From an optimization exercise on the open Yosys and OpenROAD flow, aimed at small area and a short achievable clock period; shortcuts taken in it are not production practice.
In this exercise RTL edits were held to simulation tests only and were not proved equivalent to the original.

===== flow/flow/run.sh =====
#!/bin/bash
# Standard ORFS layout; only synthesis's abc mapping (flow/my_synth.tcl) and the port
# buffer cell differ. Each tool's output goes to a log in this folder.
set -euo pipefail
W=$(pwd)
export MY_ABC_SCRIPT=$W/flow/abc_main.script
export MY_CONE_SCRIPT=$W/flow/abc_cone.script
export MY_NO_FA=1
PORTBUF=$(cat $W/flow/portbuf 2>/dev/null || echo sky130_fd_sc_hd__buf_1)
bash standard.sh SYNTH_SCRIPT=$W/flow/my_synth.tcl "BUFFER_PORTS_ARGS=-buffer_cell $PORTBUF" $(cat $W/flow/extra 2>/dev/null || true) finish > $W/make_finish.log 2>&1

===== flow/flow/abc_cone.script =====
strash
dch -f
map -D 700
topo
upsize -D 700
dnsize -D 700

===== flow/flow/abc_main.script =====
strash
dch -f
map -D 2000
topo
upsize -D 2000
dnsize -D 2000

===== flow/flow/extra =====
SKIP_REPAIR_TIE_FANOUT=1

===== flow/flow/my_synth.tcl =====
proc synth {args} { yosys synth -nofsm -noshare {*}$args }
# Same synthesis as synth_recipe.tcl, with a different abc script and delay target.
proc abc {args} {
  set out {}
  set skip 0
  foreach a $args {
    if { $skip } { set skip 0; continue }
    if { $a eq "-script" || $a eq "-D" } { set skip 1; continue }
    lappend out $a
  }
  if { [info exists ::env(MY_ABC_SCRIPT)] && $::env(MY_ABC_SCRIPT) ne "" } {
    lappend out -script $::env(MY_ABC_SCRIPT)
  } else {
    lappend out -script $::env(SCRIPTS_DIR)/abc_speed.script
  }
  if { [info exists ::env(MY_ABC_D)] && $::env(MY_ABC_D) ne "" } {
    lappend out -D $::env(MY_ABC_D)
  }
  if { [info exists ::env(MY_CONE_SCRIPT)] && $::env(MY_CONE_SCRIPT) ne "" } {
    # map the input cone of the U_leak registers first, with its own (tighter) script
    set cone {}
    foreach a $out { lappend cone $a }
    set i [lsearch $cone -script]
    set cone [lreplace $cone [expr {$i + 1}] [expr {$i + 1}] $::env(MY_CONE_SCRIPT)]
    yosys select -set ucone c:u_r* %ci*:-sky130_fd_sc_hd__dfxtp_1\[Q\]
    yosys select -list @ucone
    yosys abc {*}$cone @ucone
  }
  yosys abc {*}$out
}
if { [info exists ::env(MY_NO_FA)] && $::env(MY_NO_FA) eq "1" } {
  proc extract_fa {args} { puts "extract_fa skipped" }
}
source $::env(SCRIPTS_DIR)/synth.tcl
# left out here: clear keep_hierarchy, flatten, clean up, hide names made inside functions, write 1_2_yosys.v

===== flow/standard.sh =====
#!/bin/bash
# synth_recipe.tcl (not shown) runs the flow's synth.tcl, then flattens the netlist and writes it again
# the make line also repeats each setting of config.mk as NAME=value (left out here)
make -C /OpenROAD-flow-scripts/flow DESIGN_CONFIG=/design/flow/config.mk WORK_HOME=/design/flow/orfs CLKGATE_MAP_FILE= SYNTH_SCRIPT=/design/flow/synth_recipe.tcl "${@:-finish}"

===== flow/config.mk =====
export PLATFORM = sky130hd
export DESIGN_NAME = LIFSIM
export DESIGN_NICKNAME = LIFSIM
export VERILOG_FILES = /design/flow/design.v
export SDC_FILE = /design/flow/constraint.sdc
export NUM_CORES = 4
export LEC_CHECK = 0
export CAP_MARGIN = 20
export CORE_MARGIN = 2
export CORE_UTILIZATION = 60
export CTS_BUF_LIST = sky130_fd_sc_hd__clkbuf_4
export CTS_CLUSTER_DIAMETER = 150
export CTS_CLUSTER_SIZE = 40
export SETUP_SLACK_MARGIN = 3.7
export SLEW_MARGIN = 20

===== flow/constraint.sdc =====
create_clock -name core_clock -period 7.0 [get_ports {clk}]
set_input_delay 1.4000 -clock core_clock [delete_from_list [all_inputs] [get_ports {clk}]]
set_output_delay 1.4000 -clock core_clock [all_outputs]
set_load 0.01 [all_outputs]

===== flow/design.v =====
module LIFSIM (
    input  wire        clk,
    input  wire        reset,
    input  wire [15:0] I_app,
    input  wire [15:0] I_fb,
    output wire [15:0] V_mem,
    output wire [15:0] V_out,
    output wire [15:0] U_leak,
    output wire [31:0] dU_dt,
    output wire [31:0] dV_dt
);
    reg [15:0] u_r;      
    reg [15:0] du_r;     
    reg [15:0] v_r;      
    reg [15:0] dv_r;     
    reg        fire_r;   
    reg        spk_r;    
    wire n1 = I_app[0] ^ I_fb[0];
    wire n2 = n1 ^ du_r[0];
    wire n3 = I_app[0] & I_fb[0];
    wire n4 = I_app[0] | I_fb[0];
    wire n5 = du_r[0] & n4;
    wire n6 = n3 | n5;
    wire n7 = I_app[1] ^ I_fb[1];
    wire n8 = n7 ^ du_r[1];
    wire n9 = I_app[1] & I_fb[1];
    wire n10 = I_app[1] | I_fb[1];
    wire n11 = du_r[1] & n10;
    wire n12 = n9 | n11;
    wire n13 = I_app[2] ^ I_fb[2];
    wire n14 = n13 ^ du_r[2];
    wire n15 = I_app[2] & I_fb[2];
    wire n16 = I_app[2] | I_fb[2];
    wire n17 = du_r[2] & n16;
    wire n18 = n15 | n17;
    wire n19 = I_app[3] ^ I_fb[3];
    wire n20 = n19 ^ du_r[3];
    wire n21 = I_app[3] & I_fb[3];
    wire n22 = I_app[3] | I_fb[3];
    wire n23 = du_r[3] & n22;
    wire n24 = n21 | n23;
    wire n25 = I_app[4] ^ I_fb[4];
    wire n26 = n25 ^ du_r[4];
    wire n27 = I_app[4] & I_fb[4];
    wire n28 = I_app[4] | I_fb[4];
    wire n29 = du_r[4] & n28;
    wire n30 = n27 | n29;
    wire n31 = I_app[5] ^ I_fb[5];
    wire n32 = n31 ^ du_r[5];
    wire n33 = I_app[5] & I_fb[5];
    wire n34 = I_app[5] | I_fb[5];
    wire n35 = du_r[5] & n34;
    wire n36 = n33 | n35;
    wire n37 = I_app[6] ^ I_fb[6];
    wire n38 = n37 ^ du_r[6];
    wire n39 = I_app[6] & I_fb[6];
    wire n40 = I_app[6] | I_fb[6];
    wire n41 = du_r[6] & n40;
    wire n42 = n39 | n41;
    wire n43 = I_app[7] ^ I_fb[7];
    wire n44 = n43 ^ du_r[7];
    wire n45 = I_app[7] & I_fb[7];
    wire n46 = I_app[7] | I_fb[7];
    wire n47 = du_r[7] & n46;
    wire n48 = n45 | n47;
    wire n49 = I_app[8] ^ I_fb[8];
    wire n50 = n49 ^ du_r[8];
    wire n51 = I_app[8] & I_fb[8];
    wire n52 = I_app[8] | I_fb[8];
    wire n53 = du_r[8] & n52;
    wire n54 = n51 | n53;
    wire n55 = I_app[9] ^ I_fb[9];
    wire n56 = n55 ^ du_r[9];
    wire n57 = I_app[9] & I_fb[9];
    wire n58 = I_app[9] | I_fb[9];
    wire n59 = du_r[9] & n58;
    wire n60 = n57 | n59;
    wire n61 = I_app[10] ^ I_fb[10];
    wire n62 = n61 ^ du_r[10];
    wire n63 = I_app[10] & I_fb[10];
    wire n64 = I_app[10] | I_fb[10];
    wire n65 = du_r[10] & n64;
    wire n66 = n63 | n65;
    wire n67 = I_app[11] ^ I_fb[11];
    wire n68 = n67 ^ du_r[11];
    wire n69 = I_app[11] & I_fb[11];
    wire n70 = I_app[11] | I_fb[11];
    wire n71 = du_r[11] & n70;
    wire n72 = n69 | n71;
    wire n73 = I_app[12] ^ I_fb[12];
    wire n74 = n73 ^ du_r[12];
    wire n75 = I_app[12] & I_fb[12];
    wire n76 = I_app[12] | I_fb[12];
    wire n77 = du_r[12] & n76;
    wire n78 = n75 | n77;
    wire n79 = I_app[13] ^ I_fb[13];
    wire n80 = n79 ^ du_r[13];
    wire n81 = I_app[13] & I_fb[13];
    wire n82 = I_app[13] | I_fb[13];
    wire n83 = du_r[13] & n82;
    wire n84 = n81 | n83;
    wire n85 = I_app[14] ^ I_fb[14];
    wire n86 = n85 ^ du_r[14];
    wire n87 = I_app[14] & I_fb[14];
    wire n88 = I_app[14] | I_fb[14];
    wire n89 = du_r[14] & n88;
    wire n90 = n87 | n89;
    wire n91 = I_app[15] ^ I_fb[15];
    wire n92 = n91 ^ du_r[15];
    wire n93 = I_app[15] & I_fb[15];
    wire n94 = I_app[15] | I_fb[15];
    wire n95 = du_r[15] & n94;
    wire n96 = n93 | n95;
    wire n97 = n8 ^ n6;
    wire n98 = n8 & n6;
    wire n99 = n14 ^ n12;
    wire n100 = n14 & n12;
    wire n101 = n20 ^ n18;
    wire n102 = n20 & n18;
    wire n103 = n26 ^ n24;
    wire n104 = n26 & n24;
    wire n105 = n32 ^ n30;
    wire n106 = n32 & n30;
    wire n107 = n38 ^ n36;
    wire n108 = n38 & n36;
    wire n109 = n44 ^ n42;
    wire n110 = n44 & n42;
    wire n111 = n50 ^ n48;
    wire n112 = n50 & n48;
    wire n113 = n56 ^ n54;
    wire n114 = n56 & n54;
    wire n115 = n62 ^ n60;
    wire n116 = n62 & n60;
    wire n117 = n68 ^ n66;
    wire n118 = n68 & n66;
    wire n119 = n74 ^ n72;
    wire n120 = n74 & n72;
    wire n121 = n80 ^ n78;
    wire n122 = n80 & n78;
    wire n123 = n86 ^ n84;
    wire n124 = n86 & n84;
    wire n125 = n92 ^ n90;
    wire n126 = n92 & n90;
    wire n127 = n97 & n2;
    wire n128 = n101 & n100;
    wire n129 = n102 | n128;
    wire n130 = n101 & n99;
    wire n131 = n105 & n104;
    wire n132 = n106 | n131;
    wire n133 = n105 & n103;
    wire n134 = n109 & n108;
    wire n135 = n110 | n134;
    wire n136 = n109 & n107;
    wire n137 = n113 & n112;
    wire n138 = n114 | n137;
    wire n139 = n113 & n111;
    wire n140 = n117 & n116;
    wire n141 = n118 | n140;
    wire n142 = n117 & n115;
    wire n143 = n121 & n120;
    wire n144 = n122 | n143;
    wire n145 = n121 & n119;
    wire n146 = n125 & n124;
    wire n147 = n126 | n146;
    wire n148 = n125 & n123;
    wire n149 = n130 & n98;
    wire n150 = n129 | n149;
    wire n151 = n130 & n127;
    wire n152 = n136 & n132;
    wire n153 = n135 | n152;
    wire n154 = n136 & n133;
    wire n155 = n142 & n138;
    wire n156 = n141 | n155;
    wire n157 = n142 & n139;
    wire n158 = n148 & n144;
    wire n159 = n147 | n158;
    wire n160 = n148 & n145;
    wire n161 = n154 & n150;
    wire n162 = n153 | n161;
    wire n163 = n154 & n151;
    wire n164 = n160 & n156;
    wire n165 = n159 | n164;
    wire n166 = n160 & n157;
    wire n167 = n166 & n162;
    wire n168 = n165 | n167;
    wire n169 = n166 & n163;
    wire n170 = n157 & n162;
    wire n171 = n156 | n170;
    wire n172 = n157 & n163;
    wire n173 = n133 & n150;
    wire n174 = n132 | n173;
    wire n175 = n133 & n151;
    wire n176 = n139 & n162;
    wire n177 = n138 | n176;
    wire n178 = n139 & n163;
    wire n179 = n145 & n171;
    wire n180 = n144 | n179;
    wire n181 = n145 & n172;
    wire n182 = n99 & n98;
    wire n183 = n100 | n182;
    wire n184 = n99 & n127;
    wire n185 = n103 & n150;
    wire n186 = n104 | n185;
    wire n187 = n103 & n151;
    wire n188 = n107 & n174;
    wire n189 = n108 | n188;
    wire n190 = n107 & n175;
    wire n191 = n111 & n162;
    wire n192 = n112 | n191;
    wire n193 = n111 & n163;
    wire n194 = n115 & n177;
    wire n195 = n116 | n194;
    wire n196 = n115 & n178;
    wire n197 = n119 & n171;
    wire n198 = n120 | n197;
    wire n199 = n119 & n172;
    wire n200 = n123 & n180;
    wire n201 = n124 | n200;
    wire n202 = n123 & n181;
    wire n203 = n99 ^ n98;
    wire n204 = n101 ^ n183;
    wire n205 = n103 ^ n150;
    wire n206 = n105 ^ n186;
    wire n207 = n107 ^ n174;
    wire n208 = n109 ^ n189;
    wire n209 = n111 ^ n162;
    wire n210 = n113 ^ n192;
    wire n211 = n115 ^ n177;
    wire n212 = n117 ^ n195;
    wire n213 = n119 ^ n171;
    wire n214 = n121 ^ n198;
    wire n215 = n123 ^ n180;
    wire n216 = n125 ^ n201;
    wire n217 = u_r[1] & u_r[0];
    wire n218 = u_r[1] & u_r[0];
    wire n219 = u_r[2] & n218;
    wire n220 = u_r[2] & u_r[1];
    wire n221 = u_r[4] & u_r[3];
    wire n222 = u_r[6] & u_r[5];
    wire n223 = u_r[8] & u_r[7];
    wire n224 = u_r[10] & u_r[9];
    wire n225 = u_r[12] & u_r[11];
    wire n226 = u_r[14] & u_r[13];
    wire n227 = u_r[3] & n219;
    wire n228 = u_r[3] & n220;
    wire n229 = n221 & n219;
    wire n230 = n221 & n220;
    wire n231 = u_r[7] & n222;
    wire n232 = n223 & n222;
    wire n233 = u_r[11] & n224;
    wire n234 = n225 & n224;
    wire n235 = u_r[15] & n226;
    wire n236 = u_r[5] & n229;
    wire n237 = u_r[5] & n230;
    wire n238 = n222 & n229;
    wire n239 = n222 & n230;
    wire n240 = n231 & n229;
    wire n241 = n231 & n230;
    wire n242 = n232 & n229;
    wire n243 = n232 & n230;
    wire n244 = u_r[13] & n234;
    wire n245 = n226 & n234;
    wire n246 = n235 & n234;
    wire n247 = u_r[9] & n242;
    wire n248 = u_r[9] & n243;
    wire n249 = n224 & n242;
    wire n250 = n224 & n243;
    wire n251 = n233 & n242;
    wire n252 = n233 & n243;
    wire n253 = n234 & n242;
    wire n254 = n234 & n243;
    wire n255 = n244 & n242;
    wire n256 = n244 & n243;
    wire n257 = n245 & n242;
    wire n258 = n245 & n243;
    wire n259 = n246 & n242;
    wire n260 = n246 & n243;
    wire n261 = u_r[1] ^ u_r[0];
    wire n262 = u_r[2] ^ n218;
    wire n263 = u_r[3] ^ n219;
    wire n264 = u_r[4] ^ n227;
    wire n265 = u_r[5] ^ n229;
    wire n266 = u_r[6] ^ n236;
    wire n267 = u_r[7] ^ n238;
    wire n268 = u_r[8] ^ n240;
    wire n269 = u_r[9] ^ n242;
    wire n270 = u_r[10] ^ n247;
    wire n271 = u_r[11] ^ n249;
    wire n272 = u_r[12] ^ n251;
    wire n273 = u_r[13] ^ n253;
    wire n274 = u_r[14] ^ n255;
    wire n275 = u_r[15] ^ n257;
    wire n276 = u_r[0] ^ dv_r[0];
    wire n277 = u_r[0] & dv_r[0];
    wire n278 = u_r[1] ^ dv_r[1];
    wire n279 = u_r[1] & dv_r[1];
    wire n280 = u_r[2] ^ dv_r[2];
    wire n281 = u_r[2] & dv_r[2];
    wire n282 = u_r[3] ^ dv_r[3];
    wire n283 = u_r[3] & dv_r[3];
    wire n284 = u_r[4] ^ dv_r[4];
    wire n285 = u_r[4] & dv_r[4];
    wire n286 = u_r[5] ^ dv_r[5];
    wire n287 = u_r[5] & dv_r[5];
    wire n288 = u_r[6] ^ dv_r[6];
    wire n289 = u_r[6] & dv_r[6];
    wire n290 = u_r[7] ^ dv_r[7];
    wire n291 = u_r[7] & dv_r[7];
    wire n292 = u_r[8] ^ dv_r[8];
    wire n293 = u_r[8] & dv_r[8];
    wire n294 = u_r[9] ^ dv_r[9];
    wire n295 = u_r[9] & dv_r[9];
    wire n296 = u_r[10] ^ dv_r[10];
    wire n297 = u_r[10] & dv_r[10];
    wire n298 = u_r[11] ^ dv_r[11];
    wire n299 = u_r[11] & dv_r[11];
    wire n300 = u_r[12] ^ dv_r[12];
    wire n301 = u_r[12] & dv_r[12];
    wire n302 = u_r[13] ^ dv_r[13];
    wire n303 = u_r[13] & dv_r[13];
    wire n304 = u_r[14] ^ dv_r[14];
    wire n305 = u_r[14] & dv_r[14];
    wire n306 = u_r[15] ^ dv_r[15];
    wire n307 = u_r[15] & dv_r[15];
    wire n308 = n278 & n277;
    wire n309 = n279 | n308;
    wire n310 = n278 & n276;
    wire n311 = n282 & n281;
    wire n312 = n283 | n311;
    wire n313 = n282 & n280;
    wire n314 = n286 & n285;
    wire n315 = n287 | n314;
    wire n316 = n286 & n284;
    wire n317 = n290 & n289;
    wire n318 = n291 | n317;
    wire n319 = n290 & n288;
    wire n320 = n294 & n293;
    wire n321 = n295 | n320;
    wire n322 = n294 & n292;
    wire n323 = n298 & n297;
    wire n324 = n299 | n323;
    wire n325 = n298 & n296;
    wire n326 = n302 & n301;
    wire n327 = n303 | n326;
    wire n328 = n302 & n300;
    wire n329 = n306 & n305;
    wire n330 = n307 | n329;
    wire n331 = n306 & n304;
    wire n332 = n280 & n309;
    wire n333 = n281 | n332;
    wire n334 = n280 & n310;
    wire n335 = n313 & n309;
    wire n336 = n312 | n335;
    wire n337 = n313 & n310;
    wire n338 = n288 & n315;
    wire n339 = n289 | n338;
    wire n340 = n288 & n316;
    wire n341 = n319 & n315;
    wire n342 = n318 | n341;
    wire n343 = n319 & n316;
    wire n344 = n296 & n321;
    wire n345 = n297 | n344;
    wire n346 = n296 & n322;
    wire n347 = n325 & n321;
    wire n348 = n324 | n347;
    wire n349 = n325 & n322;
    wire n350 = n304 & n327;
    wire n351 = n305 | n350;
    wire n352 = n304 & n328;
    wire n353 = n331 & n327;
    wire n354 = n330 | n353;
    wire n355 = n331 & n328;
    wire n356 = n284 & n336;
    wire n357 = n285 | n356;
    wire n358 = n284 & n337;
    wire n359 = n316 & n336;
    wire n360 = n315 | n359;
    wire n361 = n316 & n337;
    wire n362 = n340 & n336;
    wire n363 = n339 | n362;
    wire n364 = n340 & n337;
    wire n365 = n343 & n336;
    wire n366 = n342 | n365;
    wire n367 = n343 & n337;
    wire n368 = n300 & n348;
    wire n369 = n301 | n368;
    wire n370 = n300 & n349;
    wire n371 = n328 & n348;
    wire n372 = n327 | n371;
    wire n373 = n328 & n349;
    wire n374 = n352 & n348;
    wire n375 = n351 | n374;
    wire n376 = n352 & n349;
    wire n377 = n355 & n348;
    wire n378 = n354 | n377;
    wire n379 = n355 & n349;
    wire n380 = n292 & n366;
    wire n381 = n293 | n380;
    wire n382 = n292 & n367;
    wire n383 = n322 & n366;
    wire n384 = n321 | n383;
    wire n385 = n322 & n367;
    wire n386 = n346 & n366;
    wire n387 = n345 | n386;
    wire n388 = n346 & n367;
    wire n389 = n349 & n366;
    wire n390 = n348 | n389;
    wire n391 = n349 & n367;
    wire n392 = n370 & n366;
    wire n393 = n369 | n392;
    wire n394 = n370 & n367;
    wire n395 = n373 & n366;
    wire n396 = n372 | n395;
    wire n397 = n373 & n367;
    wire n398 = n376 & n366;
    wire n399 = n375 | n398;
    wire n400 = n376 & n367;
    wire n401 = n379 & n366;
    wire n402 = n378 | n401;
    wire n403 = n379 & n367;
    wire n404 = n278 ^ n277;
    wire n405 = n280 ^ n309;
    wire n406 = n282 ^ n333;
    wire n407 = n284 ^ n336;
    wire n408 = n286 ^ n357;
    wire n409 = n288 ^ n360;
    wire n410 = n290 ^ n363;
    wire n411 = n292 ^ n366;
    wire n412 = n294 ^ n381;
    wire n413 = n296 ^ n384;
    wire n414 = n298 ^ n387;
    wire n415 = n300 ^ n390;
    wire n416 = n302 ^ n393;
    wire n417 = n304 ^ n396;
    wire n418 = n306 ^ n399;
    wire [19:0] pp0;
    wire [15:0] pp0_m0 = 16'h5555;
    assign pp0[0] = pp0_m0[v_r[3:0]];
    wire [15:0] pp0_m1 = 16'h3333;
    assign pp0[1] = pp0_m1[v_r[3:0]];
    wire [15:0] pp0_m2 = 16'ha5a5;
    assign pp0[2] = pp0_m2[v_r[3:0]];
    wire [15:0] pp0_m3 = 16'hc639;
    assign pp0[3] = pp0_m3[v_r[3:0]];
    wire [15:0] pp0_m4 = 16'had6b;
    assign pp0[4] = pp0_m4[v_r[3:0]];
    wire [15:0] pp0_m5 = 16'h9ce7;
    assign pp0[5] = pp0_m5[v_r[3:0]];
    wire [15:0] pp0_m6 = 16'hd6b5;
    assign pp0[6] = pp0_m6[v_r[3:0]];
    wire [15:0] pp0_m7 = 16'he739;
    assign pp0[7] = pp0_m7[v_r[3:0]];
    wire [15:0] pp0_m8 = 16'had6b;
    assign pp0[8] = pp0_m8[v_r[3:0]];
    wire [15:0] pp0_m9 = 16'h9ce7;
    assign pp0[9] = pp0_m9[v_r[3:0]];
    wire [15:0] pp0_m10 = 16'hd6b5;
    assign pp0[10] = pp0_m10[v_r[3:0]];
    wire [15:0] pp0_m11 = 16'he739;
    assign pp0[11] = pp0_m11[v_r[3:0]];
    wire [15:0] pp0_m12 = 16'had6b;
    assign pp0[12] = pp0_m12[v_r[3:0]];
    wire [15:0] pp0_m13 = 16'h9ce7;
    assign pp0[13] = pp0_m13[v_r[3:0]];
    wire [15:0] pp0_m14 = 16'h7c1f;
    assign pp0[14] = pp0_m14[v_r[3:0]];
    wire [15:0] pp0_m15 = 16'h3ff;
    assign pp0[15] = pp0_m15[v_r[3:0]];
    wire [15:0] pp0_m16 = 16'haaaa;
    assign pp0[16] = pp0_m16[v_r[3:0]];
    wire [15:0] pp0_m17 = 16'hcccc;
    assign pp0[17] = pp0_m17[v_r[3:0]];
    wire [15:0] pp0_m18 = 16'hf0f0;
    assign pp0[18] = pp0_m18[v_r[3:0]];
    wire [15:0] pp0_m19 = 16'hff00;
    assign pp0[19] = pp0_m19[v_r[3:0]];
    wire [19:0] pp1;
    wire [15:0] pp1_m0 = 16'haaaa;
    assign pp1[0] = pp1_m0[v_r[7:4]];
    wire [15:0] pp1_m1 = 16'h6666;
    assign pp1[1] = pp1_m1[v_r[7:4]];
    wire [15:0] pp1_m2 = 16'hb4b4;
    assign pp1[2] = pp1_m2[v_r[7:4]];
    wire [15:0] pp1_m3 = 16'hc738;
    assign pp1[3] = pp1_m3[v_r[7:4]];
    wire [15:0] pp1_m4 = 16'had6a;
    assign pp1[4] = pp1_m4[v_r[7:4]];
    wire [15:0] pp1_m5 = 16'h9ce6;
    assign pp1[5] = pp1_m5[v_r[7:4]];
    wire [15:0] pp1_m6 = 16'hd6b4;
    assign pp1[6] = pp1_m6[v_r[7:4]];
    wire [15:0] pp1_m7 = 16'he738;
    assign pp1[7] = pp1_m7[v_r[7:4]];
    wire [15:0] pp1_m8 = 16'had6a;
    assign pp1[8] = pp1_m8[v_r[7:4]];
    wire [15:0] pp1_m9 = 16'h9ce6;
    assign pp1[9] = pp1_m9[v_r[7:4]];
    wire [15:0] pp1_m10 = 16'hd6b4;
    assign pp1[10] = pp1_m10[v_r[7:4]];
    wire [15:0] pp1_m11 = 16'he738;
    assign pp1[11] = pp1_m11[v_r[7:4]];
    wire [15:0] pp1_m12 = 16'had6a;
    assign pp1[12] = pp1_m12[v_r[7:4]];
    wire [15:0] pp1_m13 = 16'h9ce6;
    assign pp1[13] = pp1_m13[v_r[7:4]];
    wire [15:0] pp1_m14 = 16'h7c1e;
    assign pp1[14] = pp1_m14[v_r[7:4]];
    wire [15:0] pp1_m15 = 16'h3fe;
    assign pp1[15] = pp1_m15[v_r[7:4]];
    wire [15:0] pp1_m16 = 16'h5554;
    assign pp1[16] = pp1_m16[v_r[7:4]];
    wire [15:0] pp1_m17 = 16'h9998;
    assign pp1[17] = pp1_m17[v_r[7:4]];
    wire [15:0] pp1_m18 = 16'he1e0;
    assign pp1[18] = pp1_m18[v_r[7:4]];
    wire [15:0] pp1_m19 = 16'hfe00;
    assign pp1[19] = pp1_m19[v_r[7:4]];
    wire [19:0] pp2;
    wire [15:0] pp2_m0 = 16'haaaa;
    assign pp2[0] = pp2_m0[v_r[11:8]];
    wire [15:0] pp2_m1 = 16'h6666;
    assign pp2[1] = pp2_m1[v_r[11:8]];
    wire [15:0] pp2_m2 = 16'hb4b4;
    assign pp2[2] = pp2_m2[v_r[11:8]];
    wire [15:0] pp2_m3 = 16'hc738;
    assign pp2[3] = pp2_m3[v_r[11:8]];
    wire [15:0] pp2_m4 = 16'had6a;
    assign pp2[4] = pp2_m4[v_r[11:8]];
    wire [15:0] pp2_m5 = 16'h9ce6;
    assign pp2[5] = pp2_m5[v_r[11:8]];
    wire [15:0] pp2_m6 = 16'hd6b4;
    assign pp2[6] = pp2_m6[v_r[11:8]];
    wire [15:0] pp2_m7 = 16'he738;
    assign pp2[7] = pp2_m7[v_r[11:8]];
    wire [15:0] pp2_m8 = 16'had6a;
    assign pp2[8] = pp2_m8[v_r[11:8]];
    wire [15:0] pp2_m9 = 16'h9ce6;
    assign pp2[9] = pp2_m9[v_r[11:8]];
    wire [15:0] pp2_m10 = 16'hd6b4;
    assign pp2[10] = pp2_m10[v_r[11:8]];
    wire [15:0] pp2_m11 = 16'he738;
    assign pp2[11] = pp2_m11[v_r[11:8]];
    wire [15:0] pp2_m12 = 16'had6a;
    assign pp2[12] = pp2_m12[v_r[11:8]];
    wire [15:0] pp2_m13 = 16'h9ce6;
    assign pp2[13] = pp2_m13[v_r[11:8]];
    wire [15:0] pp2_m14 = 16'h7c1e;
    assign pp2[14] = pp2_m14[v_r[11:8]];
    wire [15:0] pp2_m15 = 16'h3fe;
    assign pp2[15] = pp2_m15[v_r[11:8]];
    wire [15:0] pp2_m16 = 16'h5554;
    assign pp2[16] = pp2_m16[v_r[11:8]];
    wire [15:0] pp2_m17 = 16'h9998;
    assign pp2[17] = pp2_m17[v_r[11:8]];
    wire [15:0] pp2_m18 = 16'he1e0;
    assign pp2[18] = pp2_m18[v_r[11:8]];
    wire [15:0] pp2_m19 = 16'hfe00;
    assign pp2[19] = pp2_m19[v_r[11:8]];
    wire [19:0] pp3;
    wire [15:0] pp3_m0 = 16'haaaa;
    assign pp3[0] = pp3_m0[v_r[15:12]];
    wire [15:0] pp3_m1 = 16'h6666;
    assign pp3[1] = pp3_m1[v_r[15:12]];
    wire [15:0] pp3_m2 = 16'hb4b4;
    assign pp3[2] = pp3_m2[v_r[15:12]];
    wire [15:0] pp3_m3 = 16'hc738;
    assign pp3[3] = pp3_m3[v_r[15:12]];
    wire [15:0] pp3_m4 = 16'had6a;
    assign pp3[4] = pp3_m4[v_r[15:12]];
    wire [15:0] pp3_m5 = 16'h9ce6;
    assign pp3[5] = pp3_m5[v_r[15:12]];
    wire [15:0] pp3_m6 = 16'hd6b4;
    assign pp3[6] = pp3_m6[v_r[15:12]];
    wire [15:0] pp3_m7 = 16'he738;
    assign pp3[7] = pp3_m7[v_r[15:12]];
    wire [15:0] pp3_m8 = 16'had6a;
    assign pp3[8] = pp3_m8[v_r[15:12]];
    wire [15:0] pp3_m9 = 16'h9ce6;
    assign pp3[9] = pp3_m9[v_r[15:12]];
    wire [15:0] pp3_m10 = 16'hd6b4;
    assign pp3[10] = pp3_m10[v_r[15:12]];
    wire [15:0] pp3_m11 = 16'he738;
    assign pp3[11] = pp3_m11[v_r[15:12]];
    wire [15:0] pp3_m12 = 16'had6a;
    assign pp3[12] = pp3_m12[v_r[15:12]];
    wire [15:0] pp3_m13 = 16'h9ce6;
    assign pp3[13] = pp3_m13[v_r[15:12]];
    wire [15:0] pp3_m14 = 16'h7c1e;
    assign pp3[14] = pp3_m14[v_r[15:12]];
    wire [15:0] pp3_m15 = 16'h3fe;
    assign pp3[15] = pp3_m15[v_r[15:12]];
    wire [15:0] pp3_m16 = 16'h5554;
    assign pp3[16] = pp3_m16[v_r[15:12]];
    wire [15:0] pp3_m17 = 16'h9998;
    assign pp3[17] = pp3_m17[v_r[15:12]];
    wire [15:0] pp3_m18 = 16'he1e0;
    assign pp3[18] = pp3_m18[v_r[15:12]];
    wire [15:0] pp3_m19 = 16'hfe00;
    assign pp3[19] = pp3_m19[v_r[15:12]];
    wire n419 = pp0[12] ^ pp1[8];
    wire n420 = pp0[12] & pp1[8];
    wire n421 = pp0[13] ^ pp1[9];
    wire n422 = n421 ^ pp2[5];
    wire n423 = pp0[13] & pp1[9];
    wire n424 = pp0[13] | pp1[9];
    wire n425 = pp2[5] & n424;
    wire n426 = n423 | n425;
    wire n427 = pp0[14] ^ pp1[10];
    wire n428 = n427 ^ pp2[6];
    wire n429 = pp0[14] & pp1[10];
    wire n430 = pp0[14] | pp1[10];
    wire n431 = pp2[6] & n430;
    wire n432 = n429 | n431;
    wire n433 = pp0[15] ^ pp1[11];
    wire n434 = n433 ^ pp2[7];
    wire n435 = pp0[15] & pp1[11];
    wire n436 = pp0[15] | pp1[11];
    wire n437 = pp2[7] & n436;
    wire n438 = n435 | n437;
    wire n439 = pp0[16] ^ pp1[12];
    wire n440 = n439 ^ pp2[8];
    wire n441 = pp0[16] & pp1[12];
    wire n442 = pp0[16] | pp1[12];
    wire n443 = pp2[8] & n442;
    wire n444 = n441 | n443;
    wire n445 = pp0[17] ^ pp1[13];
    wire n446 = n445 ^ pp2[9];
    wire n447 = pp0[17] & pp1[13];
    wire n448 = pp0[17] | pp1[13];
    wire n449 = pp2[9] & n448;
    wire n450 = n447 | n449;
    wire n451 = pp0[18] ^ pp1[14];
    wire n452 = n451 ^ pp2[10];
    wire n453 = pp0[18] & pp1[14];
    wire n454 = pp0[18] | pp1[14];
    wire n455 = pp2[10] & n454;
    wire n456 = n453 | n455;
    wire n457 = pp0[19] ^ pp1[15];
    wire n458 = n457 ^ pp2[11];
    wire n459 = pp0[19] & pp1[15];
    wire n460 = pp0[19] | pp1[15];
    wire n461 = pp2[11] & n460;
    wire n462 = n459 | n461;
    wire n463 = pp1[16] ^ pp2[12];
    wire n464 = pp1[16] & pp2[12];
    wire n465 = pp1[17] ^ pp2[13];
    wire n466 = pp1[17] & pp2[13];
    wire n467 = pp1[18] ^ pp2[14];
    wire n468 = pp1[18] & pp2[14];
    wire n469 = pp1[19] ^ pp2[15];
    wire n470 = pp1[19] & pp2[15];
    wire n471 = pp0[8] ^ pp1[4];
    wire n472 = pp0[8] & pp1[4];
    wire n473 = pp0[9] ^ pp1[5];
    wire n474 = n473 ^ pp2[1];
    wire n475 = pp0[9] & pp1[5];
    wire n476 = pp0[9] | pp1[5];
    wire n477 = pp2[1] & n476;
    wire n478 = n475 | n477;
    wire n479 = pp0[10] ^ pp1[6];
    wire n480 = n479 ^ pp2[2];
    wire n481 = pp0[10] & pp1[6];
    wire n482 = pp0[10] | pp1[6];
    wire n483 = pp2[2] & n482;
    wire n484 = n481 | n483;
    wire n485 = pp0[11] ^ pp1[7];
    wire n486 = n485 ^ pp2[3];
    wire n487 = pp0[11] & pp1[7];
    wire n488 = pp0[11] | pp1[7];
    wire n489 = pp2[3] & n488;
    wire n490 = n487 | n489;
    wire n491 = pp2[4] ^ pp3[0];
    wire n492 = n491 ^ n419;
    wire n493 = pp2[4] & pp3[0];
    wire n494 = pp2[4] | pp3[0];
    wire n495 = n419 & n494;
    wire n496 = n493 | n495;
    wire n497 = pp3[1] ^ n420;
    wire n498 = n497 ^ n422;
    wire n499 = pp3[1] & n420;
    wire n500 = pp3[1] | n420;
    wire n501 = n422 & n500;
    wire n502 = n499 | n501;
    wire n503 = pp3[2] ^ n426;
    wire n504 = n503 ^ n428;
    wire n505 = pp3[2] & n426;
    wire n506 = pp3[2] | n426;
    wire n507 = n428 & n506;
    wire n508 = n505 | n507;
    wire n509 = pp3[3] ^ n432;
    wire n510 = n509 ^ n434;
    wire n511 = pp3[3] & n432;
    wire n512 = pp3[3] | n432;
    wire n513 = n434 & n512;
    wire n514 = n511 | n513;
    wire n515 = pp3[4] ^ n438;
    wire n516 = n515 ^ n440;
    wire n517 = pp3[4] & n438;
    wire n518 = pp3[4] | n438;
    wire n519 = n440 & n518;
    wire n520 = n517 | n519;
    wire n521 = pp3[5] ^ n444;
    wire n522 = n521 ^ n446;
    wire n523 = pp3[5] & n444;
    wire n524 = pp3[5] | n444;
    wire n525 = n446 & n524;
    wire n526 = n523 | n525;
    wire n527 = pp3[6] ^ n450;
    wire n528 = n527 ^ n452;
    wire n529 = pp3[6] & n450;
    wire n530 = pp3[6] | n450;
    wire n531 = n452 & n530;
    wire n532 = n529 | n531;
    wire n533 = pp3[7] ^ n456;
    wire n534 = n533 ^ n458;
    wire n535 = pp3[7] & n456;
    wire n536 = pp3[7] | n456;
    wire n537 = n458 & n536;
    wire n538 = n535 | n537;
    wire n539 = pp3[8] ^ n462;
    wire n540 = n539 ^ n463;
    wire n541 = pp3[8] & n462;
    wire n542 = pp3[8] | n462;
    wire n543 = n463 & n542;
    wire n544 = n541 | n543;
    wire n545 = pp3[9] ^ n464;
    wire n546 = n545 ^ n465;
    wire n547 = pp3[9] & n464;
    wire n548 = pp3[9] | n464;
    wire n549 = n465 & n548;
    wire n550 = n547 | n549;
    wire n551 = pp3[10] ^ n466;
    wire n552 = n551 ^ n467;
    wire n553 = pp3[10] & n466;
    wire n554 = pp3[10] | n466;
    wire n555 = n467 & n554;
    wire n556 = n553 | n555;
    wire n557 = pp3[11] ^ n468;
    wire n558 = n557 ^ n469;
    wire n559 = pp3[11] & n468;
    wire n560 = pp3[11] | n468;
    wire n561 = n469 & n560;
    wire n562 = n559 | n561;
    wire n563 = pp2[16] ^ pp3[12];
    wire n564 = n563 ^ n470;
    wire n565 = pp2[16] & pp3[12];
    wire n566 = pp2[16] | pp3[12];
    wire n567 = n470 & n566;
    wire n568 = n565 | n567;
    wire n569 = pp2[17] ^ pp3[13];
    wire n570 = pp2[17] & pp3[13];
    wire n571 = pp2[18] ^ pp3[14];
    wire n572 = pp2[18] & pp3[14];
    wire n573 = pp2[19] ^ pp3[15];
    wire n574 = pp2[19] & pp3[15];
    wire n575 = pp0[4] ^ pp1[0];
    wire n576 = pp0[4] & pp1[0];
    wire n577 = pp0[5] ^ pp1[1];
    wire n578 = pp0[5] & pp1[1];
    wire n579 = pp0[6] ^ pp1[2];
    wire n580 = pp0[6] & pp1[2];
    wire n581 = pp0[7] ^ pp1[3];
    wire n582 = pp0[7] & pp1[3];
    wire n583 = pp2[0] ^ n471;
    wire n584 = pp2[0] & n471;
    wire n585 = n472 ^ n474;
    wire n586 = n472 & n474;
    wire n587 = n478 ^ n480;
    wire n588 = n478 & n480;
    wire n589 = n484 ^ n486;
    wire n590 = n484 & n486;
    wire n591 = n490 ^ n492;
    wire n592 = n490 & n492;
    wire n593 = n496 ^ n498;
    wire n594 = n496 & n498;
    wire n595 = n502 ^ n504;
    wire n596 = n502 & n504;
    wire n597 = n508 ^ n510;
    wire n598 = n508 & n510;
    wire n599 = n514 ^ n516;
    wire n600 = n514 & n516;
    wire n601 = n520 ^ n522;
    wire n602 = n520 & n522;
    wire n603 = n526 ^ n528;
    wire n604 = n526 & n528;
    wire n605 = n532 ^ n534;
    wire n606 = n532 & n534;
    wire n607 = n538 ^ n540;
    wire n608 = n538 & n540;
    wire n609 = n544 ^ n546;
    wire n610 = n544 & n546;
    wire n611 = n550 ^ n552;
    wire n612 = n550 & n552;
    wire n613 = n556 ^ n558;
    wire n614 = n556 & n558;
    wire n615 = n562 ^ n564;
    wire n616 = n562 & n564;
    wire n617 = n568 ^ n569;
    wire n618 = n568 & n569;
    wire n619 = n570 ^ n571;
    wire n620 = n570 & n571;
    wire n621 = n572 ^ n573;
    wire n622 = n572 & n573;
    wire n623 = pp3[16] ^ n574;
    wire n624 = pp3[16] & n574;
    wire n625 = pp0[1] & pp0[0];
    wire n626 = pp0[3] & pp0[2];
    wire n627 = n577 & n576;
    wire n628 = n578 | n627;
    wire n629 = n577 & n575;
    wire n630 = n581 & n580;
    wire n631 = n582 | n630;
    wire n632 = n581 & n579;
    wire n633 = n585 & n584;
    wire n634 = n586 | n633;
    wire n635 = n585 & n583;
    wire n636 = n589 & n588;
    wire n637 = n590 | n636;
    wire n638 = n589 & n587;
    wire n639 = n593 & n592;
    wire n640 = n594 | n639;
    wire n641 = n593 & n591;
    wire n642 = n597 & n596;
    wire n643 = n598 | n642;
    wire n644 = n597 & n595;
    wire n645 = n601 & n600;
    wire n646 = n602 | n645;
    wire n647 = n601 & n599;
    wire n648 = n605 & n604;
    wire n649 = n606 | n648;
    wire n650 = n605 & n603;
    wire n651 = n609 & n608;
    wire n652 = n610 | n651;
    wire n653 = n609 & n607;
    wire n654 = n613 & n612;
    wire n655 = n614 | n654;
    wire n656 = n613 & n611;
    wire n657 = n617 & n616;
    wire n658 = n618 | n657;
    wire n659 = n617 & n615;
    wire n660 = n621 & n620;
    wire n661 = n622 | n660;
    wire n662 = n621 & n619;
    wire n663 = pp3[17] & n624;
    wire n664 = pp3[17] & n623;
    wire n665 = pp3[19] & pp3[18];
    wire n666 = pp0[2] & n625;
    wire n667 = n626 & n625;
    wire n668 = n579 & n628;
    wire n669 = n580 | n668;
    wire n670 = n579 & n629;
    wire n671 = n632 & n628;
    wire n672 = n631 | n671;
    wire n673 = n632 & n629;
    wire n674 = n587 & n634;
    wire n675 = n588 | n674;
    wire n676 = n587 & n635;
    wire n677 = n638 & n634;
    wire n678 = n637 | n677;
    wire n679 = n638 & n635;
    wire n680 = n595 & n640;
    wire n681 = n596 | n680;
    wire n682 = n595 & n641;
    wire n683 = n644 & n640;
    wire n684 = n643 | n683;
    wire n685 = n644 & n641;
    wire n686 = n603 & n646;
    wire n687 = n604 | n686;
    wire n688 = n603 & n647;
    wire n689 = n650 & n646;
    wire n690 = n649 | n689;
    wire n691 = n650 & n647;
    wire n692 = n611 & n652;
    wire n693 = n612 | n692;
    wire n694 = n611 & n653;
    wire n695 = n656 & n652;
    wire n696 = n655 | n695;
    wire n697 = n656 & n653;
    wire n698 = n619 & n658;
    wire n699 = n620 | n698;
    wire n700 = n619 & n659;
    wire n701 = n662 & n658;
    wire n702 = n661 | n701;
    wire n703 = n662 & n659;
    wire n704 = pp3[18] & n663;
    wire n705 = pp3[18] & n664;
    wire n706 = n665 & n663;
    wire n707 = n665 & n664;
    wire n708 = n575 & n667;
    wire n709 = n629 & n667;
    wire n710 = n670 & n667;
    wire n711 = n673 & n667;
    wire n712 = n591 & n678;
    wire n713 = n592 | n712;
    wire n714 = n591 & n679;
    wire n715 = n641 & n678;
    wire n716 = n640 | n715;
    wire n717 = n641 & n679;
    wire n718 = n682 & n678;
    wire n719 = n681 | n718;
    wire n720 = n682 & n679;
    wire n721 = n685 & n678;
    wire n722 = n684 | n721;
    wire n723 = n685 & n679;
    wire n724 = n607 & n690;
    wire n725 = n608 | n724;
    wire n726 = n607 & n691;
    wire n727 = n653 & n690;
    wire n728 = n652 | n727;
    wire n729 = n653 & n691;
    wire n730 = n694 & n690;
    wire n731 = n693 | n730;
    wire n732 = n694 & n691;
    wire n733 = n697 & n690;
    wire n734 = n696 | n733;
    wire n735 = n697 & n691;
    wire n736 = n623 & n702;
    wire n737 = n624 | n736;
    wire n738 = n623 & n703;
    wire n739 = n664 & n702;
    wire n740 = n663 | n739;
    wire n741 = n664 & n703;
    wire n742 = n705 & n702;
    wire n743 = n704 | n742;
    wire n744 = n705 & n703;
    wire n745 = n707 & n702;
    wire n746 = n706 | n745;
    wire n747 = n707 & n703;
    wire n748 = n583 & n672;
    wire n749 = n584 | n748;
    wire n750 = n583 & n711;
    wire n751 = n635 & n672;
    wire n752 = n634 | n751;
    wire n753 = n635 & n711;
    wire n754 = n676 & n672;
    wire n755 = n675 | n754;
    wire n756 = n676 & n711;
    wire n757 = n679 & n672;
    wire n758 = n678 | n757;
    wire n759 = n679 & n711;
    wire n760 = n714 & n672;
    wire n761 = n713 | n760;
    wire n762 = n714 & n711;
    wire n763 = n717 & n672;
    wire n764 = n716 | n763;
    wire n765 = n717 & n711;
    wire n766 = n720 & n672;
    wire n767 = n719 | n766;
    wire n768 = n720 & n711;
    wire n769 = n723 & n672;
    wire n770 = n722 | n769;
    wire n771 = n723 & n711;
    wire n772 = n615 & n734;
    wire n773 = n616 | n772;
    wire n774 = n615 & n735;
    wire n775 = n659 & n734;
    wire n776 = n658 | n775;
    wire n777 = n659 & n735;
    wire n778 = n700 & n734;
    wire n779 = n699 | n778;
    wire n780 = n700 & n735;
    wire n781 = n703 & n734;
    wire n782 = n702 | n781;
    wire n783 = n703 & n735;
    wire n784 = n738 & n734;
    wire n785 = n737 | n784;
    wire n786 = n738 & n735;
    wire n787 = n741 & n734;
    wire n788 = n740 | n787;
    wire n789 = n741 & n735;
    wire n790 = n744 & n734;
    wire n791 = n743 | n790;
    wire n792 = n744 & n735;
    wire n793 = n747 & n734;
    wire n794 = n746 | n793;
    wire n795 = n747 & n735;
    wire n796 = n599 & n770;
    wire n797 = n600 | n796;
    wire n798 = n599 & n771;
    wire n799 = n647 & n770;
    wire n800 = n646 | n799;
    wire n801 = n647 & n771;
    wire n802 = n688 & n770;
    wire n803 = n687 | n802;
    wire n804 = n688 & n771;
    wire n805 = n691 & n770;
    wire n806 = n690 | n805;
    wire n807 = n691 & n771;
    wire n808 = n726 & n770;
    wire n809 = n725 | n808;
    wire n810 = n726 & n771;
    wire n811 = n729 & n770;
    wire n812 = n728 | n811;
    wire n813 = n729 & n771;
    wire n814 = n732 & n770;
    wire n815 = n731 | n814;
    wire n816 = n732 & n771;
    wire n817 = n735 & n770;
    wire n818 = n734 | n817;
    wire n819 = n735 & n771;
    wire n820 = n774 & n770;
    wire n821 = n773 | n820;
    wire n822 = n774 & n771;
    wire n823 = n777 & n770;
    wire n824 = n776 | n823;
    wire n825 = n777 & n771;
    wire n826 = n780 & n770;
    wire n827 = n779 | n826;
    wire n828 = n780 & n771;
    wire n829 = n783 & n770;
    wire n830 = n782 | n829;
    wire n831 = n783 & n771;
    wire n832 = n786 & n770;
    wire n833 = n785 | n832;
    wire n834 = n786 & n771;
    wire n835 = n789 & n770;
    wire n836 = n788 | n835;
    wire n837 = n789 & n771;
    wire n838 = n792 & n770;
    wire n839 = n791 | n838;
    wire n840 = n792 & n771;
    wire n841 = n795 & n770;
    wire n842 = n794 | n841;
    wire n843 = n795 & n771;
    wire n844 = n577 ^ n576;
    wire n845 = n579 ^ n628;
    wire n846 = n581 ^ n669;
    wire n847 = n583 ^ n672;
    wire n848 = n585 ^ n749;
    wire n849 = n587 ^ n752;
    wire n850 = n589 ^ n755;
    wire n851 = n591 ^ n758;
    wire n852 = n593 ^ n761;
    wire n853 = n595 ^ n764;
    wire n854 = n597 ^ n767;
    wire n855 = n599 ^ n770;
    wire n856 = n601 ^ n797;
    wire n857 = n603 ^ n800;
    wire n858 = n605 ^ n803;
    wire n859 = n607 ^ n806;
    wire n860 = n609 ^ n809;
    wire n861 = n611 ^ n812;
    wire n862 = n613 ^ n815;
    wire n863 = n615 ^ n818;
    wire n864 = n617 ^ n821;
    wire n865 = n619 ^ n824;
    wire n866 = n621 ^ n827;
    wire n867 = n623 ^ n830;
    wire n868 = pp3[17] ^ n833;
    wire n869 = pp3[18] ^ n836;
    wire n870 = pp3[19] ^ n839;
    wire [15:0] u_n  = {n216, n215, n214, n213, n212, n211, n210, n209, n208, n207, n206, n205, n204, n203, n97, n2};
    wire [15:0] du_n = {n259, n275, n274, n273, n272, n271, n270, n269, n268, n267, n266, n265, n264, n263, n262, n261};
    wire [15:0] v_n  = {n418, n417, n416, n415, n414, n413, n412, n411, n410, n409, n408, n407, n406, n405, n404, n276};
    wire [15:0] dv_n = {n870, n869, n868, n867, n866, n865, n864, n863, n862, n861, n860, n859, n858, n857, n856, n855};
    always @(posedge clk) begin
        if (reset) begin
            u_r    <= 16'd0;
            du_r   <= 16'd0;
            v_r    <= 16'd0;
            dv_r   <= 16'd0;
            fire_r <= 1'b0;
            spk_r  <= 1'b0;
        end else begin
            u_r    <= u_n;
            du_r   <= du_n;
            fire_r <= $signed(v_r) >= 16'sd3277;
            spk_r  <= fire_r;
            if (fire_r) begin
                v_r  <= 16'd0;
                dv_r <= 16'd0;
            end else begin
                v_r  <= v_n;
                dv_r <= dv_n;
            end
        end
    end
    assign V_mem  = v_r;
    assign V_out  = {15'd0, spk_r};
    assign U_leak = u_r;
    assign dU_dt  = {16'd0, du_r};
    assign dV_dt  = {16'd0, dv_r};
endmodule

==> impl_metrics.ini, run 1 <==
[die]
die_w_um = 107.3
fp.coreArea_um2 = 10320
rows = 37
dieArea_um2 = 11510
die_h_um = 107.3
initial_utilization_pct = 61.98
io-pin-count = 146

[sta]
skew_ns = 0.01716
finalSetupViolations = 0
hold_viol = 0
rsz0062_at_grt = no
final_max_slew_viol_count = 0
setup_tns_ns = 0
period_minus_slack_ns = 3.080
period_share_pct = 44.00
max_freq_mhz = 324.7

[global_routing]
grt_start_max_net_pins = 48
antenna_found_initial = 0
grt.total_usage_pct = 27.36
grt_pass1_wl_mm = 25.39
grt_pass1_vias = 5724
grt.overflow.total = 0

[synth]
synth_area_um2 = 6399
yosys_warnings = 1
ys_seq_area_share_pct = 20.65
syn_avg_cell_area_um2 = 5.952
synth_commonest_cells = nand2_1, nor2_1, clkinv_1
yosys-top-cells-area = dfxtp_1, nand2_1, nor2_1
synth_cells = 1075
synth_edf_count = 0
ys.flop_type = dfxtp_1
synth_top_area_cell = dfxtp_1
synth.top_cell.area_share_pct = 20.65
synth_nets = 1109
yosysMostFrequentCell = nand2_1
async_reset_ff_share_pct = 0
synth_cell_type_count = 57
synth_seq_cells = 66

[routing]
viasPerCell = 5.445
drtAntennaViolNets = 0
drtPass1Iterations = 5
wl_per_cell_um = 12.62
wl_mm = 16.17
drt_iter0_drc = 506
via_count = 6975
drc = 0

[worst_setup_path]
crit_type = reg -> reg
end_kind = register
critPathLaunchType = register
crit_fanout = 6
arrival_ns = 3.39
worstPathRequired_ns = 7.31

[clock_tree]
clk_latency_ns = 0.42
cts_tree = yes
cts_buffers = 9
cts_root_buf = clkbuf_4
h-tree-depth = 3
clock_path_buffers = 2
path_clk_slew_ns = 0.10
clock_sinks = 66
cts_hold_buffers = 0

[placement]
hpwlAfterDp_mm = 12.62
numPortBuffers = 98
gp_congestion = 0.9659

[run]
maxCapViolations = 0

[layout]
finalNetCount = 1178
num_antenna_cells = 0
drive_gt1_share_pct = 10.74
syn2layout_area_growth_pct = 8.780

[min_path]
hp-class = reg -> reg

[status]
status = no timing/DRC/antenna violations
-- layer usage --
metal / GRT usage (%) / vias up / wire length [µm]
li1: - / 3672 / -
met1: 36.72 / 3059 / 7581
met2: 44.89 / 215 / 7269
met3: 4.722 / 29 / 1019
met5: 0 / - / 0
met4: 8.163 / 0 / 297
-- worst max-delay path, stage by stage, from the launching register on --
cell and delay, ns:
dfxtp_1 0.44, inv_2 0.11, nor2_2 0.19, clkinv_1 0.08, o21ai_1 0.15, o21ai_0 0.13
nand2_1 0.16, nand2_1 0.11, xor2_1 0.18, a21boi_1 0.20, o22ai_1 0.13, nand3b_4 0.20
a211oi_4 0.30, buf_4 0.20, o211ai_1 0.11, a31oi_1 0.20, nor2_1 0.06
-- layout make-up --
class | count | area (µm²)
clock buffers | 11 | 82.58
clock inverters | 1 | 30.03
fillers | 1009 | 3363
inverters | 126 | 473.0
multi-input cells | 835 | 4424
flip-flops and latches | 66 | 1353
well taps | 136 | 170.2
repair buffers | 106 | 427.9
-- cell families after synthesis --
family	Yosys count	synth area share, %
DFF	66	20.65
other	1	0.05861
adders and majority gates	2	0.3129
AOI/OAI and AO/OA	245	23.35
and+or+nand+nor	544	36.49
buffers and inverters	174	13.02
xor gates and xnor gates	43	6.120
-- metrics by stage --
stage	cell area, µm²	util [%]	hold WS (ns)	setup slack (ns)	std cells
global route	6960	67.42	0.4477	3.636	1281
finish	6960	67.42	0.4234	3.920	1281
global placement	6591	63.85	0.4096	3.645	1263
detailed placement	6591	63.85	0.4107	3.694	1263
floorplan	6399	-	0.3977	4.202	1075
CTS	6706	64.96	0.4278	3.702	1275
-- registers in the layout, indices dropped and copies added, names as in the netlist --
register and flops:
u_r 16, fire_r 1, dv_r 16, du_r 16, v_r 16, spk_r 1
-- path summary, 6_finish.rpt --
path | cells past startpoint | endpoint | startpoint | slack (ns)
hold / removal | 2 | spk_r$_SDFF_PP0_ | fire_r$_SDFF_PP0_ | 0.42
setup reg to reg | 16 | dv_r[11]$_SDFF_PP0_ | v_r[2]$_SDFF_PP0_ | 3.92
setup / recovery | 16 | dv_r[11]$_SDFF_PP0_ | v_r[2]$_SDFF_PP0_ | 3.92
hold reg to reg | 2 | spk_r$_SDFF_PP0_ | fire_r$_SDFF_PP0_ | 0.42
-- cell usage in the layout (no fill, tap or decap), types with 4 or more instances in the layout --
master and n:
a21boi_0 4, a21o_1 7, a21oi_1 68, a21oi_2 11, a31oi_1 9, and2_1 7, buf_1 98, buf_4 8
clkbuf_4 11, clkinv_1 108, dfxtp_1 51, dfxtp_2 10, dfxtp_4 5, inv_2 15, nand2_1 243, nand2_2 7
nand3_1 46, nand3b_1 6, nand4_1 10, nor2_1 154, nor2_2 12, nor2_4 7, nor3_1 27, o211ai_1 13
o21a_1 4, o21ai_0 61, o21ai_1 24, o21bai_1 7, o22ai_1 5, or2_1 8, or2_2 7, xnor2_1 10
xor2_1 29
-- repair_timing --
action                                  4_1_cts  5_1_grt
pin swaps                                     0        5
resized for setup                             2       57
endpoints found under the hold margin         0        0
endpoints found under the setup margin        6       18
buffers inserted                              0        6
==> run 2: changes to the inputs <==
--- a/flow/config.mk
+++ b/flow/config.mk
@@ -8,8 +8,5 @@
 export CAP_MARGIN = 20
 export CORE_MARGIN = 2
 export CORE_UTILIZATION = 60
-export CTS_BUF_LIST = sky130_fd_sc_hd__clkbuf_4
-export CTS_CLUSTER_DIAMETER = 150
-export CTS_CLUSTER_SIZE = 40
-export SETUP_SLACK_MARGIN = 3.7
+export SETUP_SLACK_MARGIN = 4.0
 export SLEW_MARGIN = 20
==> impl_metrics.ini, run 2 <==
[global_routing]
grt.overflow.total = 0
grt_pass1_wl_mm = 25.94
grt.busiest_layer = met2
use_met1_pct = 37.28
grt_pass1_vias = 5843
grt_start_max_net_pins = 48
grtUsageMet2_pct = 46.97
grt.total_usage_pct = 27.95
antenna_found_initial = 0
met3_usage_pct = 3.995

[die]
die_w_um = 107.3
io-pin-count = 146
rows = 37
initial_utilization_pct = 61.98
dieArea_um2 = 11510
fp.coreArea_um2 = 10320
die_h_um = 107.3

[synth]
ys_seq_area_share_pct = 20.65
synth_cell_type_count = 57
syn_avg_cell_area_um2 = 5.952
yosysMostFrequentCell = nand2_1
yosys-top-cells-area = dfxtp_1, nand2_1, nor2_1
synth_nets = 1109
yosys_warnings = 1
synth_edf_count = 0
synth_area_um2 = 6399
synth_cells = 1075
async_reset_ff_share_pct = 0
synth_top_area_cell = dfxtp_1
ys.flop_type = dfxtp_1
synth_seq_cells = 66
synth.top_cell.area_share_pct = 20.65
synth_commonest_cells = nand2_1, nor2_1, clkinv_1

[worst_setup_path]
reg2reg_to = dv_r[15]$_SDFF_PP0_
r2r_setup_slack_ns = 3.97
slowest_stage = dfxtp_4
ff2ff_path_depth = 18
crit_type = reg -> reg
r2r-start = v_r[10]$_SDFF_PP0_
critPathLaunchType = register
path_cells = inv_6, nor2_1, nand2_1, nand3_4, a22o_4, o21bai_4, nand2_2, nand2_2, nand2_4, xor2_4, xor2_4, nand2_2, o21a_4, o21bai_4, nand2_1, nand3_1, nor2_1, nor2_1
arrival_ns = 3.33
critPathCapture = dv_r[15]$_SDFF_PP0_
critical-path-max-stage-delay_ns = 0.39
crit_start = v_r[10]$_SDFF_PP0_
crit_fanout = 8
worstPathRequired_ns = 7.29
end_kind = register

[placement]
numPortBuffers = 98
hpwlAfterDp_mm = 12.62
gp_congestion = 0.9659
place_inst = 1263

[routing]
drtPass1Iterations = 7
wl_per_cell_um = 14.23
drt_iter0_drc = 640
drc = 0
viasPerCell = 5.649
wl_mm = 18.71
via_count = 7428
drtAntennaViolNets = 0

[layout]
drive_gt1_share_pct = 22.82
syn2layout_area_growth_pct = 23.45
mostFrequentLayoutCells = nand2_1, nor2_1, clkinv_1
fin_cells = 1315
fill_cells = 833
finalNetCount = 1212
utilization_pct = 76.51
num_antenna_cells = 0
final_common_cell = nand2_1

[sta]
hold_viol = 0
period_minus_slack_ns = 3.032
setup_tns_ns = 0
finalSetupViolations = 0
skew_ns = 0.01199
max_freq_mhz = 329.8
holdWs_ns = 0.4190
rsz0062_at_grt = yes
period_share_pct = 43.32
final_max_slew_viol_count = 0

[clock_tree]
clock_path_buffers = 2
cts_hold_buffers = 0
cts_root_buf = clkbuf_8
clk_latency_ns = 0.36
h-tree-depth = 3
cts_tree = yes
clock_sinks = 66
cts_buffers = 9
path_clk_slew_ns = 0.07

[min_path]
hp-class = reg -> reg

[status]
status = no timing/DRC/antenna violations

[run]
maxCapViolations = 0
## run 2: cell counts after synthesis
Identical to the previous run, type by type.
## run 2: worst min-delay path by stage
stage	startpoint	endpoint	slack, ns	cells after the start
finish	fire_r$_SDFF_PP0_	spk_r$_SDFF_PP0_	0.42	2
global route	fire_r$_SDFF_PP0_	spk_r$_SDFF_PP0_	0.44	2
CTS	fire_r$_SDFF_PP0_	spk_r$_SDFF_PP0_	0.42	2
detailed placement	fire_r$_SDFF_PP0_	spk_r$_SDFF_PP0_	0.41	2
global placement	fire_r$_SDFF_PP0_	spk_r$_SDFF_PP0_	0.41	2
floorplan	fire_r$_SDFF_PP0_	spk_r$_SDFF_PP0_	0.40	2
## run 2: final cells by class
type | count | area, µm² | share of cell area [%]
Timing Repair Buffer | 140 | 730.7 | 9.251
Clock buffer | 11 | 131.4 | 1.663
Clock inverter | 1 | 30.03 | 0.3802
Inverter | 126 | 488.0 | 6.178
Sequential cell | 66 | 1374 | 17.39
Multi-Input combinational cell | 835 | 4975 | 62.98
Tap cell | 136 | 170.2 | 2.154
## run 2: what timing repair did
action / in CTS / in global routing
setup endpoints to repair: 17 / 29
buffers inserted: 7 / 33
pin swaps: 4 / 54
resized for setup: 36 / 196
## run 2: cells by family after synthesis
kind of cell               synth area share [%]
AOI/OAI and AO/OA                         23.35
other                                   0.05861
buffers and inverters                     13.02
DFF                                       20.65
adders and majority gates                0.3129
xor gates and xnor gates                  6.120
and+or+nand+nor                           36.49
## run 2: per-layer routing
metal	share of wire, %	routed length (µm)	vias up
li1	-	-	3735
met1	42	7930	3296
met2	47	8858	330
met3	7.0	1308	67
met4	3.3	613	0
met5	0	0	-
## run 2: critical path, delay by kind of cell (launching register included)
family | cells | cell delay (ns)
AO/OA/AOI/OAI | 4 | 0.96
XOR/XNOR | 2 | 0.46
buffers and inverters | 1 | 0.11
flip-flops | 1 | 0.39
AND/OR/NAND/NOR | 11 | 1.05
## run 2: stage by stage
stage                     worst slack (ns)  cell area, µm²
after detailed placement             3.694            6591
after global placement               3.645            6591
final                                3.968            7899
after floorplan                      4.202            6399
after global routing                 3.837            7899
after CTS                            3.982            6927
==> run 3: changes to the inputs <==
--- a/flow/config.mk
+++ b/flow/config.mk
@@ -7,6 +7,6 @@
 export LEC_CHECK = 0
 export CAP_MARGIN = 20
 export CORE_MARGIN = 2
-export CORE_UTILIZATION = 60
-export SETUP_SLACK_MARGIN = 4.0
+export CORE_UTILIZATION = 70
+export SETUP_SLACK_MARGIN = 3.85
 export SLEW_MARGIN = 20
==> impl_metrics.ini, run 3 <==
[sta]
holdWs_ns = 0.4217
skew_ns = 0.01347
final_max_slew_viol_count = 0
tightest_slew_ns = 0.6160
rsz0062_at_grt = yes
period_share_pct = 44.32
max_freq_mhz = 322.3
relSlewSlack_pct = 58.50
period_minus_slack_ns = 3.102
setup_tns_ns = 0
finalSetupViolations = 0
hold_viol = 0

[placement]
gp_congestion = 1.043
hpwlAfterDp_mm = 12.62
numPortBuffers = 98
place_inst = 1235

[synth]
ys_seq_area_share_pct = 20.65
synth_top_family_by_area = simple AND/OR/NAND/NOR gates
synth_area_um2 = 6399
synth_cell_type_count = 57
yosysMostFrequentCell = nand2_1
synthAdderAreaFrac_pct = 0.3129
synth.top_cell.area_share_pct = 20.65
synthMuxAreaShare_pct = 0
ys.flop_type = dfxtp_1
synth_commonest_cells = nand2_1, nor2_1, clkinv_1
synth_cells = 1075
synth_top_area_cell = dfxtp_1
async_reset_ff_share_pct = 0
yosys_warnings = 1
yosys-top-cells-area = dfxtp_1, nand2_1, nor2_1
synth_compound_area_share_pct = 23.35
synth_nets = 1109
syn_avg_cell_area_um2 = 5.952
synth_simple_gate_area_share_pct = 36.49
synth_edf_count = 0
synth_xor_area_share_pct = 6.120
synth_seq_cells = 66

[min_path]
hold_path.startpoint = fire_r$_SDFF_PP0_
whs_endpoint = spk_r$_SDFF_PP0_
hp-class = reg -> reg
whs_path_depth = 2

[worst_setup_path]
ff2ff_path_depth = 16
slowest_stage = dfxtp_4
r2r_setup_slack_ns = 3.90
end_kind = register
arrival_ns = 3.37
worstPathRequired_ns = 7.26
crit_type = reg -> reg
path_cells = nor2_2, nand2_2, nand2_2, o22ai_2, or2_1, nand2_1, xor2_2, xor2_2, o22ai_2, nand3b_4, a211oi_4, buf_4, o211ai_1, nand4_1, nand2_1, nor2_1
crit_fanout = 6
reg2reg_to = dv_r[10]$_SDFF_PP0_
r2r-start = v_r[5]$_SDFF_PP0_
critPathLaunchType = register
critical-path-max-stage-delay_ns = 0.38

[clock_tree]
clk_latency_ns = 0.36
h-tree-depth = 3
cts_tree = yes
clock_path_buffers = 2
clock_sinks = 66
path_clk_slew_ns = 0.08
cts_buffers = 9
cts_root_buf = clkbuf_8

[layout]
syn2layout_area_growth_pct = 13.96
final_common_cell = nand2_1
multi_input_area_um2 = 4616
drive_gt1_share_pct = 16.22
mostFrequentLayoutCells = nand2_1, nor2_1, clkinv_1
num_antenna_cells = 0
seq_area_um2 = 1365
finalNetCount = 1188
fill_cells = 641
fin_cells = 1267

[routing]
wl_mm = 17.41
drtAntennaViolNets = 0
drt_iter0_drc = 509
via_count = 7294
drtPass1Iterations = 5
drc = 0
wl_per_cell_um = 13.74
viasPerCell = 5.757

[global_routing]
grt.overflow.total = 0
grt_start_max_net_pins = 48
grt_pass1_vias = 6186
grt.total_usage_pct = 32.53
antenna_found_initial = 0
grt_pass1_wl_mm = 27.00

[run]
maxCapViolations = 0

[die]
dieArea_um2 = 9922
die_h_um = 99.61
fp.coreArea_um2 = 8806
io-pin-count = 146
rows = 34
die_w_um = 99.61
initial_utilization_pct = 72.66

[status]
status = no timing/DRC/antenna violations
==> run 3: cell counts after synthesis <==
No cell type changed its count.
==> run 3: layout make-up <==
type	count	share of cell area [%]
inverter	126	6.555
tap	108	1.853
clock inverter	6	0.9266
clock buffer	10	1.750
timing repair buffer	116	6.898
multi-input combinational	835	63.30
sequential	66	18.72
==> run 3: routing by layer <==
metal,track usage (%),part of all wire [%]
met1,42.76,42
met2,54.00,48
met3,7.941,8.8
met4,7.692,1.5
met5,0,0
==> run 3: cell families (layout without fill, tap and decap cells) <==
logic type | count (synthesis) | in the layout
other cells | 1 | 1
xor+xnor | 43 | 43
compound gates | 245 | 245
flops | 66 | 66
simple gates | 544 | 544
buf+inv | 174 | 258
fa+ha+maj | 2 | 2
==> run 3: critical path, delay by kind of cell (launching register included) <==
kind                      cells  cell delay [ns]
and+or+nand+nor               9             1.34
xor gates and xnor gates      2             0.46
AOI/OAI and AO/OA             4             0.62
DFF                           1             0.38
buffers and inverters         1             0.21
==> run 3: worst max-delay path by stage <==
stage | to | start | slack [ns] | cells past startpoint
3_5_place_dp | dv_r[13]$_SDFF_PP0_ | v_r[12]$_SDFF_PP0_ | 3.75 | 18
3_3_place_gp | dv_r[13]$_SDFF_PP0_ | v_r[12]$_SDFF_PP0_ | 3.81 | 18
6_report | dv_r[10]$_SDFF_PP0_ | v_r[5]$_SDFF_PP0_ | 3.90 | 16
5_1_grt | dv_r[15]$_SDFF_PP0_ | v_r[12]$_SDFF_PP0_ | 3.71 | 20
2_1_floorplan | u_r[11]$_SDFF_PP0_ | I_fb[3] | 4.20 | 12
4_1_cts | dv_r[13]$_SDFF_PP0_ | v_r[14]$_SDFF_PP0_ | 3.83 | 18
==> run 3: repair_timing <==
| action | 4_1_cts | 5_1_grt |
|---|---|---|
| hold buffers | 0 | 0 |
| pin swaps | 2 | 17 |
| resized for setup | 13 | 115 |
| endpoints found under the setup margin | 14 | 22 |
| buffers inserted | 3 | 13 |
==> run 3: through the flow <==
stage               area (µm²)  setup WS, ns  util, %
floorplan                 6399         4.202        -
global placement          6556         3.814    74.45
detailed placement        6556         3.751    74.45
CTS                       6825         3.830    77.51
global route              7292         3.709    82.81
finish                    7292         3.898    82.81

[port drivers added, routing unchanged]
How much do the figures lean on ideal ports? The routed layouts below were timed once more, with nothing changed but the port constraints.
Step 1: set_driving_cell puts a clkbuf_16 on clk and a buf_2 on each other input, an assumption about the parent block.
Step 2 adds t to the input delays and takes it off the output delays; t is the mean of the earliest and latest rising clock arrival at the registers after step 1. Input paths then give back, and output paths get back, about the clock's delay inside the block.
Slacks: no drivers / after step 1 / after step 2; pairs: no drivers / after step 1.
run | shift t [ns] | slack for setup (ns) | hold slack, ns | latest minus earliest clock arrival (ns) | worst data-port slew with drivers (ns)
run 1 | 0.446 | 3.920 / 3.920 / 3.726 | 0.423 / 0.423 / 0.423 | 0.017 / 0.017 | 0.03
run 2 | 0.384 | 3.968 / 3.968 / 3.824 | 0.419 / 0.419 / 0.419 | 0.012 / 0.012 | 0.03
run 3 | 0.379 | 3.898 / 3.898 / 3.774 | 0.422 / 0.422 / 0.422 | 0.014 / 0.014 | 0.03
After both steps every run listed still meets setup and hold. For run 1, which loses most, drivers alone change the setup slack by 0.000 ns; drivers and shift together by -0.194 ns.
